Context: an optimization exercise on an open-source flow, tuned for small area, a short achievable clock period and few clock cycles. The choices shown serve that exercise and are no tape-out recipe. Only simulation tests tie the RTL to the original design; equivalence was not proved.

==> inputs of trial 81 <==
==> flow/design.v (excerpt) <==
module simple_cpu(
clk, reset, read_req, read_addr, read_data, read_data_valid, write_req, write_addr, write_data, memory_mask, error_instruction, debug
);
==> module alu, before the edit <==
module alu(
in1, in2, sub, sel_add, sel_sll, sel_slt, sel_sltu, sel_xor, sel_sr, sel_or, sel_and, arith,
out, sum, lt, ltu, eq
);
input wire [31:0] in1;
input wire [31:0] in2;
input wire sub;
input wire sel_add, sel_sll, sel_slt, sel_sltu, sel_xor, sel_sr, sel_or, sel_and;
input wire arith;  
output wire [31:0] out;
output wire [31:0] sum;
output wire lt;
output wire ltu;
output wire eq;
wire [32:0] s = {1'b0, in1} + {1'b0, sub ? ~in2 : in2} + {32'b0, sub};
assign sum = s[31:0];
assign ltu = in1 < in2;
assign lt = (in1[31] ^ in2[31]) ? in1[31] : ltu;
assign eq = (in1 == in2);
wire [31:0] sh_in;
wire [31:0] sh_out;
wire [31:0] sh_rev;
genvar k;
generate for (k = 0; k < 32; k = k + 1) begin : rev
   assign sh_in[k] = sel_sll ? in1[31-k] : in1[k];
   assign sh_rev[k] = sh_out[31-k];
end endgenerate
wire sh_fill = arith & in1[31];
assign sh_out = $signed({sh_fill, sh_in}) >>> in2[4:0];
assign out = ({32{sel_add}} & sum)
           | ({32{sel_sll}} & sh_rev)
           | ({32{sel_sr}} & sh_out)
           | {31'b0, (sel_slt & lt) | (sel_sltu & ltu)}
           | ({32{sel_xor}} & (in1 ^ in2))
           | ({32{sel_or}} & (in1 | in2))
           | ({32{sel_and}} & (in1 & in2));
endmodule
Settings: LEC_CHECK=0, ABC_CLOCK_PERIOD_IN_PS=3500, CAP_MARGIN=20, CORE_MARGIN=2, CORE_UTILIZATION=35, CTS_CLUSTER_DIAMETER=80, CTS_CLUSTER_SIZE=20, SETUP_SLACK_MARGIN=4.0, SLEW_MARGIN=20; clock period 8.0 ns.
run.sh (not shown) runs the stock make flow with config.mk's settings and CLKGATE_MAP_FILE= SYNTH_SCRIPT=/design/flow/synth_recipe.tcl, a recipe that flattens the netlist after the stock synthesis.
==> trial 88: changes against trial 81 <==
--- a/flow/design.v
+++ b/flow/design.v
@@ -7,18 +7,19 @@
 input wire sub;
 input wire sel_add, sel_sll, sel_slt, sel_sltu, sel_xor, sel_sr, sel_or, sel_and;
 input wire arith;  
 output wire [31:0] out;
 output wire [31:0] sum;
 output wire lt;
 output wire ltu;
 output wire eq;
-wire [32:0] s = {1'b0, in1} + {1'b0, sub ? ~in2 : in2} + {32'b0, sub};
-assign sum = s[31:0];
+wire [31:0] s_add = in1 + in2;
+wire [31:0] s_sub = in1 - in2;
+assign sum = sub ? s_sub : s_add;
 assign ltu = in1 < in2;
 assign lt = (in1[31] ^ in2[31]) ? in1[31] : ltu;
 assign eq = (in1 == in2);
 wire [31:0] sh_in;
 wire [31:0] sh_out;
 wire [31:0] sh_rev;
 genvar k;
 generate for (k = 0; k < 32; k = k + 1) begin : rev
CTS_CLUSTER_DIAMETER = 100   (was 80)
CTS_CLUSTER_SIZE = 25   (was 20)
==> trial 78: changes against trial 81 <==
--- a/flow/design.v
+++ b/flow/design.v
@@ -117,17 +117,17 @@
 wire mis = (f3_e[1:0] == 2'b01 & alu_sum[0]) | (f3_e[1:0] == 2'b10 & alu_sum[1:0] != 2'b00);
 wire trap_mem = ex & (e_load | e_store) & mis;
 wire mem_go = ex & (e_load | e_store) & ~mis;
 wire trap = ex & (e_ecall | e_ebreak) | trap_mem;
 wire redirect = ex & (taken | e_jal | e_jalr | e_mret | e_ecall | e_ebreak) | trap_mem;
 wire [31:0] csr_old = ({32{c_scratch}} & mscratch) | ({32{c_tvec}} & mtvec) | ({32{c_epc}} & mepc)
                     | ({32{c_cause}} & mcause) | ({32{c_tval}} & mtval);
 wire [31:0] csr_new = (f3_e[1:0] == 2'b01) ? op_a : (f3_e[1:0] == 2'b10) ? (csr_old | op_a) : (csr_old & ~op_a);
-wire [31:0] result_e = e_link ? pc_f : e_csr ? csr_old : alu_out;
+wire [31:0] result_e = ({32{e_link}} & pc_f) | ({32{e_csr}} & csr_old) | alu_out;
 wire [31:0] tgt_add = pc_f + x_e;
 wire [31:0] iw = read_data;
 wire [6:0] opc = iw[6:0];
 wire [2:0] f3 = iw[14:12];
 wire [4:0] rs1 = iw[19:15];
 wire [4:0] rs2 = iw[24:20];
 wire [4:0] rd = iw[11:7];
 wire d_load   = (opc == 7'b0000011);
@@ -205,30 +205,30 @@
          dph_st <= e_store;
          read_req <= e_load;
       end else begin
          read_req <= (pc_n[1:0] == 2'b00);
       end
    end
 end
 always @(posedge clk) begin
+   write_data <= x_e;
+   memory_mask <= {f3_e[1], f3_e[1], f3_e[1] | f3_e[0], 1'b1};
    if (mem_go) begin
-      write_data <= x_e;
-      memory_mask <= {f3_e[1], f3_e[1], f3_e[1] | f3_e[0], 1'b1};
       ld_f3 <= f3_e;
       ld_rd <= rd_e;
    end
 end
 always @(posedge clk) begin
    if (~dph | fix_a)
-      op_a <= dph ? ld_val : (fw1 & a_rs1) ? result_e : d_auipc ? pc_f : d_lui ? 32'b0 : (d_sys & f3[2]) ? {27'b0, rs1} : rf_1;
+      op_a <= (~dph & fw1 & a_rs1) ? result_e : dph ? ld_val : d_auipc ? pc_f : d_lui ? 32'b0 : (d_sys & f3[2]) ? {27'b0, rs1} : rf_1;
    if (~dph | fix_b)
-      op_b <= dph ? ld_val : (fw2 & b_rs2) ? result_e : (d_op | d_branch) ? rf_2 : d_store ? imm_s : (d_lui | d_auipc) ? imm_u : imm_i;
+      op_b <= (~dph & fw2 & b_rs2) ? result_e : dph ? ld_val : (d_op | d_branch) ? rf_2 : d_store ? imm_s : (d_lui | d_auipc) ? imm_u : imm_i;
    if (~dph | fix_x)
-      x_e <= dph ? ld_val : (fw2 & d_store) ? result_e : d_store ? rf_2 : (d_jal ? imm_j : imm_b) - 32'd4;
+      x_e <= (~dph & fw2 & d_store) ? result_e : dph ? ld_val : d_store ? rf_2 : (d_jal ? imm_j : imm_b) - 32'd4;
    if (~dph) begin
       rd_e <= rd;
       rs1_e <= rs1;
       rs2_e <= rs2;
       f3_e <= f3;
       a_rs1_e <= a_rs1;
       b_rs2_e <= b_rs2;
       wen_e <= (d_alu | d_lui | d_auipc | d_jal | d_jalr | d_csr) & (rd != 5'd0);
CORE_UTILIZATION = 45   (was 35)
==> flow_summary.toml <==
[status]
result_of_the_run = "complete, no violations"

[timing]
fin_crit_ns = 4.29

[placement]
numPlacedInstances = 9347
routability_congestion_estimate = 1.06

[finish]
multi_input_gate_share_of_total_cell_area_pct = 36.8
fin_nets = 7236
layout_non_clock_buf_share_pct = 9.94

[synthesis]
synth.top_cell.area_share_pct = 54.4

[global_routing]
first_global_vias = 64700
(the above is from trial 88)
==> flow_summary.toml <==
[finish]
n_fill_cell = 13900
layout.core_utilization_pct = 54.0
multi_input_gate_share_of_total_cell_area_pct = 37.2
layout_non_clock_buf_share_pct = 8.67
fin_nets = 7145

[cts]
clk_pin_slew_ns = 0.09
htreeDepth = 3

[power_and_ir_drop]
top_contributor_to_total_power = "sequential cells"

[status]
result_of_the_run = "complete, no violations"

[drt]
detail_route.wirelength.met1_mm = 127

[placement]
routability_congestion_estimate = 1.09
numPlacedInstances = 8625

[timing]
fin_crit_ns = 4.16

[synthesis]
synth.top_cell.area_share_pct = 53.0
(the above is from trial 78)
==> flow_summary.toml <==
[placement]
routability_congestion_estimate = 1.02

[status]
result_of_the_run = "complete, no violations"

[floorplanning]
num_tap_cells = 2805

[worst_setup_path]
critical_path.reg2reg.endpoint = "register_file_inst.registers[16][20]"

[drt]
top_signal_layer_used = "met5"

[finish]
layout_non_clock_buf_share_pct = 9.46
multi_input_gate_share_of_total_cell_area_pct = 36.3

[synthesis]
synth.top_cell.area_share_pct = 54.6

[timing]
fin_crit_ns = 4.21
(the above is from trial 81)
Testbench counts of trial 81, summed over its fixed seeds: cycles 44,586.
Testbench counts of trial 88, summed over its fixed seeds: cycles 44,586.
Testbench counts of trial 78, summed over its fixed seeds: cycles 44,586.

[separate check: timing with driven ports]
How much do the figures lean on ideal ports? The routed layouts below were timed once more, with nothing changed but the port constraints.
Step 1: set_driving_cell puts a clkbuf_16 on clk and a buf_2 on each other input, an assumption about the parent block.
Step 2, shift: input delay + t, output delay - t, t = (earliest + latest rising clock arrival at the registers) / 2. This alone moves slack from input paths to output paths.
Slacks: ideal ports / drivers / drivers and shift; pairs: ideal ports / drivers.
| run | shift t [ns] | slack for setup (ns) | hold WS [ns] | cell pins on the clock port's net |
|---|---|---|---|---|
| trial 81 | 0.869 | 3.786 / 3.829 / 2.989 | 0.409 / 0.409 / 0.409 | 1 |
| trial 88 | 0.849 | 3.709 / 3.709 / 3.076 | 0.434 / 0.434 / 0.434 | 1 |
| trial 78 | 0.865 | 3.836 / 3.873 / 3.018 | 0.405 / 0.405 / 0.405 | 1 |
After both steps every run listed still meets setup and hold. The setup slack of trial 78, which loses most, moves by +0.037 ns with the drivers and by -0.818 ns with both steps.
